What follows belongs to an exercise in optimizing a design on an open flow for small area, a short achievable clock period and few clock cycles; a production flow would make more cautious choices.
The RTL was checked by simulation tests, not by an equivalence proof against the original design.

==> flow/design.v (excerpt) <==
module RV32core(
		input clk,
		input rst,
		output[29:0] imem_addr,
		input[31:0] imem_rdata,
		output[29:0] dmem_addr,
		output dmem_we,
		output[3:0] dmem_wstrb,
		output[31:0] dmem_wdata,
		input[31:0] dmem_rdata,
		input[4:0] dbg_addr,
		output[31:0] dbg_data,
		output halted
	);
For scale: roughly 8800 cells after synthesis, ~87000 µm² of cells after synthesis.
export LEC_CHECK = 0
export CAP_MARGIN = 20
export CELL_PAD_IN_SITES_DETAIL_PLACEMENT = 1
export CORE_MARGIN = 2
export CORE_UTILIZATION = 35
export SETUP_SLACK_MARGIN = 5.0
export SLEW_MARGIN = 20
create_clock -name core_clock -period 13.5 [get_ports {clk}]
run.sh (not shown) runs the stock make flow with config.mk's settings and CLKGATE_MAP_FILE= SYNTH_SCRIPT=/design/flow/synth_recipe.tcl, a recipe that flattens the netlist after the stock synthesis.
Testbench counts at the start, summed over its fixed seeds: cycles 22,691.
Then changed:
==> flow/flow/run.sh (new file) <==
#!/bin/bash
set -euo pipefail
MARGIN=5.75
sed "s/SETUP_SLACK_MARGIN=[0-9.]*/SETUP_SLACK_MARGIN=$MARGIN/" standard.sh > standard_margin.sh
grep -q "SETUP_SLACK_MARGIN=$MARGIN" standard_margin.sh
bash standard_margin.sh > flow.log 2>&1
==> flow/standard.sh (new file) <==
#!/bin/bash
# synth_recipe.tcl (not shown) runs the flow's synth.tcl, then flattens the netlist and writes it again
# the make line also repeats each setting of config.mk as NAME=value (left out here)
make -C /OpenROAD-flow-scripts/flow DESIGN_CONFIG=/design/flow/config.mk WORK_HOME=/design/flow/orfs CLKGATE_MAP_FILE= SYNTH_SCRIPT=/design/flow/synth_recipe.tcl "${@:-finish}"
- CTS_CLUSTER_DIAMETER: default -> 120
- CTS_CLUSTER_SIZE: default -> 20
removed: flow/run.sh
Area after synthesis stays the same.
Non-clock buffer count rises by 126.
Routed wire length rises by 2.2%.
Clock-buffer cell count falls by 70.
Design area rises by 1.3%.
Global-route usage rises by 0.72 points.
Die area is unchanged.
Cell count barely changes.
Critical path depth falls by 14.
Worst setup slack gains 660 ps.

## before
Starting RTL as in the previous note.
==> flow/config.mk <==
export PLATFORM = sky130hd
export DESIGN_NAME = RV32core
export DESIGN_NICKNAME = RV32core
export VERILOG_FILES = /design/flow/design.v
export SDC_FILE = /design/flow/constraint.sdc
export NUM_CORES = 8
export LEC_CHECK = 0
export ABC_AREA = 1
export CAP_MARGIN = 20
export CELL_PAD_IN_SITES_DETAIL_PLACEMENT = 1
export CORE_MARGIN = 2
export CORE_UTILIZATION = 35
export CTS_CLUSTER_DIAMETER = 120
export CTS_CLUSTER_SIZE = 20
export SETUP_SLACK_MARGIN = 5.0
export SLEW_MARGIN = 20
==> flow/constraint.sdc <==
create_clock -name core_clock -period 13.5 [get_ports {clk}]
set_input_delay 2.7000 -clock core_clock [delete_from_list [all_inputs] [get_ports {clk}]]
set_output_delay 2.7000 -clock core_clock [all_outputs]
set_load 0.01 [all_outputs]
standard.sh (not shown) runs the stock make flow with config.mk's settings and CLKGATE_MAP_FILE= SYNTH_SCRIPT=/design/flow/synth_recipe.tcl, a recipe that flattens the netlist after the stock synthesis.
==> flow/flow/run.sh <==
#!/bin/bash
set -euo pipefail
MARGIN=5.75
sed "s/SETUP_SLACK_MARGIN=[0-9.]*/SETUP_SLACK_MARGIN=$MARGIN/" standard.sh > standard_margin.sh
grep -q "SETUP_SLACK_MARGIN=$MARGIN" standard_margin.sh
bash standard_margin.sh > flow.log 2>&1
Testbench counts of before, summed over its fixed seeds: cycles 22,691.
Relative to before, the following input files were edited for after:
# before
export LEC_CHECK = 0
export ABC_AREA = 1
export CAP_MARGIN = 20
export CELL_PAD_IN_SITES_DETAIL_PLACEMENT = 1
export CORE_MARGIN = 2
export CORE_UTILIZATION = 35
export CTS_CLUSTER_DIAMETER = 120
export CTS_CLUSTER_SIZE = 20
export SETUP_SLACK_MARGIN = 5.0
export SLEW_MARGIN = 20
create_clock -name core_clock -period 13.5 [get_ports {clk}]
# after
export LEC_CHECK = 0
export CAP_MARGIN = 20
export CELL_PAD_IN_SITES_DETAIL_PLACEMENT = 1
export CORE_MARGIN = 2
export CORE_UTILIZATION = 35
export CTS_CLUSTER_DIAMETER = 120
export CTS_CLUSTER_SIZE = 20
export SETUP_SLACK_MARGIN = 5.0
export SLEW_MARGIN = 20
create_clock -name core_clock -period 13.5 [get_ports {clk}]
diff --git a/flow/flow/run.sh b/flow/flow/run.sh
--- a/flow/flow/run.sh
+++ b/flow/flow/run.sh
@@ -2,3 +2,3 @@
 set -euo pipefail
-MARGIN=5.75
+MARGIN=6.0
 sed "s/SETUP_SLACK_MARGIN=[0-9.]*/SETUP_SLACK_MARGIN=$MARGIN/" standard.sh > standard_margin.sh
## What came out
after: final area is about 1.8% lower than what before reported.
Setup WNS before -> after: better
Synthesized area per cell ends up higher on after.
Compared to before, the routing of after uses more wire.
Per the comparison of after with before, fraction of area in non-clock buffers rose 0.49 points; portion of the clock cycle consumed by the worst path in the final layout fell 5.3 points; via count fell 4918; largest net degree at the start of global routing fell 4.

north:
RV32core again, from the RTL that the note above started with.
==> flow/config.mk <==
export PLATFORM = sky130hd
export DESIGN_NAME = RV32core
export DESIGN_NICKNAME = RV32core
export VERILOG_FILES = /design/flow/design.v
export SDC_FILE = /design/flow/constraint.sdc
export NUM_CORES = 8
export LEC_CHECK = 0
export CAP_MARGIN = 20
export CELL_PAD_IN_SITES_DETAIL_PLACEMENT = 1
export CORE_MARGIN = 2
export CORE_UTILIZATION = 35
export CTS_CLUSTER_DIAMETER = 120
export CTS_CLUSTER_SIZE = 20
export SETUP_SLACK_MARGIN = 5.0
export SLEW_MARGIN = 20
==> flow/constraint.sdc <==
create_clock -name core_clock -period 13.5 [get_ports {clk}]
set_input_delay 2.7000 -clock core_clock [delete_from_list [all_inputs] [get_ports {clk}]]
set_output_delay 2.7000 -clock core_clock [all_outputs]
set_load 0.01 [all_outputs]
==> flow/flow/run.sh <==
#!/bin/bash
set -euo pipefail
MARGIN=6.5
sed "s/SETUP_SLACK_MARGIN=[0-9.]*/SETUP_SLACK_MARGIN=$MARGIN/" standard.sh > standard_margin.sh
grep -q "SETUP_SLACK_MARGIN=$MARGIN" standard_margin.sh
bash standard_margin.sh > flow.log 2>&1
In north the implementation completed, yet the final layout does not meet the checks, the culprit being capacitance limit, slew limit.
Testbench counts of north, summed over its fixed seeds: cycles 22,691.
diff inputs: north => south
==> flow/run.sh (new file) <==
#!/bin/bash
# synth_recipe.tcl (not shown) runs the flow's synth.tcl, then flattens the netlist and writes it again
# the make line also repeats each setting of config.mk as NAME=value (left out here)
make -C /OpenROAD-flow-scripts/flow DESIGN_CONFIG=/design/flow/config.mk WORK_HOME=/design/flow/orfs CLKGATE_MAP_FILE= SYNTH_SCRIPT=/design/flow/synth_recipe.tcl finish
removed: flow/flow/run.sh
removed: flow/standard.sh
[summary]
In north the implementation ran to completion but is not tape-out ready, as the final checks report capacitance limit, slew limit. south: all stages complete, timing, DRC and antenna checks passed. Compared to north, the routing of south uses less wire. Clock latency on the worst-skew pair in south vs north: down 0.03 ns. south packs its core looser than north. When the final numbers for south and north were put side by side, the via count of the routed design turned out to be smaller in south. Status: post-detailed-placement cell area parity (north, south). The final reports for south and north show worst setup slack lower in the former. Global-route usage ends up lower on south. Of south and north, it is south that has the lower transition at the pin with the smallest max-transition slack. Any difference in hold slack between south and north is small enough to ignore.
--- input diff south..east ---
==> flow/flow/run.sh (new file) <==
#!/bin/bash
set -euo pipefail
MARGIN=5.5
sed "s/SETUP_SLACK_MARGIN=[0-9.]*/SETUP_SLACK_MARGIN=$MARGIN/" standard.sh > standard_margin.sh
grep -q "SETUP_SLACK_MARGIN=$MARGIN" standard_margin.sh
bash standard_margin.sh > flow.log 2>&1
==> flow/standard.sh (new file) <==
#!/bin/bash
# synth_recipe.tcl (not shown) runs the flow's synth.tcl, then flattens the netlist and writes it again
# the make line also repeats each setting of config.mk as NAME=value (left out here)
make -C /OpenROAD-flow-scripts/flow DESIGN_CONFIG=/design/flow/config.mk WORK_HOME=/design/flow/orfs CLKGATE_MAP_FILE= SYNTH_SCRIPT=/design/flow/synth_recipe.tcl "${@:-finish}"
removed: flow/run.sh
Findings:
In the tables for east and south, all-layer global routing usage reads lower with east. Diff south -> east: final area increased 0.0017 mm²; core utilization increased by 0.68 points relative to the old numbers. The termination of the worst setup path comes out ex_a[4] in one run and dbg_data[26] in the other, namely in east and south respectively. south -> east: number of buffers added to fix hold violations after cts delta 0, exact match. Per the comparison of east with south, maximum clock rate higher; worst-case setup margin in the final layout higher; cell count after placement roughly the same; clock buffer count from CTS roughly the same.

-- port drivers added, routing unchanged --
The results above use ideal ports. As a check the final layouts listed here were re-extracted and re-timed, cells and wires unchanged.
Step 1 assumes that a clkbuf_16 drives the clock port and a buf_2 every other input.
Step 2 times the ports against the registers' clock, not the clock port: input delays grow and output delays shrink by t, the midpoint of the rising clock arrivals with the driver on.
Three values: ideal, step 1, step 2; two values: the first two.
run	t, ns	setup slack, ns	worst setup path after step 2	slew at the worst register clock pin (ns)
the first run of note 1	0.901	4.974 / 4.811 / 4.173	input to register	0.07 / 0.07
the second run of note 1	0.877	5.632 / 5.573 / 5.036	input to register	0.10 / 0.10
before	0.871	4.873 / 4.812 / 4.480	input to register	0.12 / 0.12
after	0.881	5.584 / 5.494 / 4.851	input to register	0.11 / 0.11
north	0.877	5.303 / 5.303 / 4.563	input to register	0.11 / 0.11
south	0.848	4.925 / 4.750 / 4.267	input to register	0.10 / 0.10
east	0.847	5.386 / 5.290 / 4.616	input to register	0.11 / 0.11
The setup slack of the first run of note 1, which loses most, moves by -0.163 ns with the drivers and by -0.801 ns with both steps.
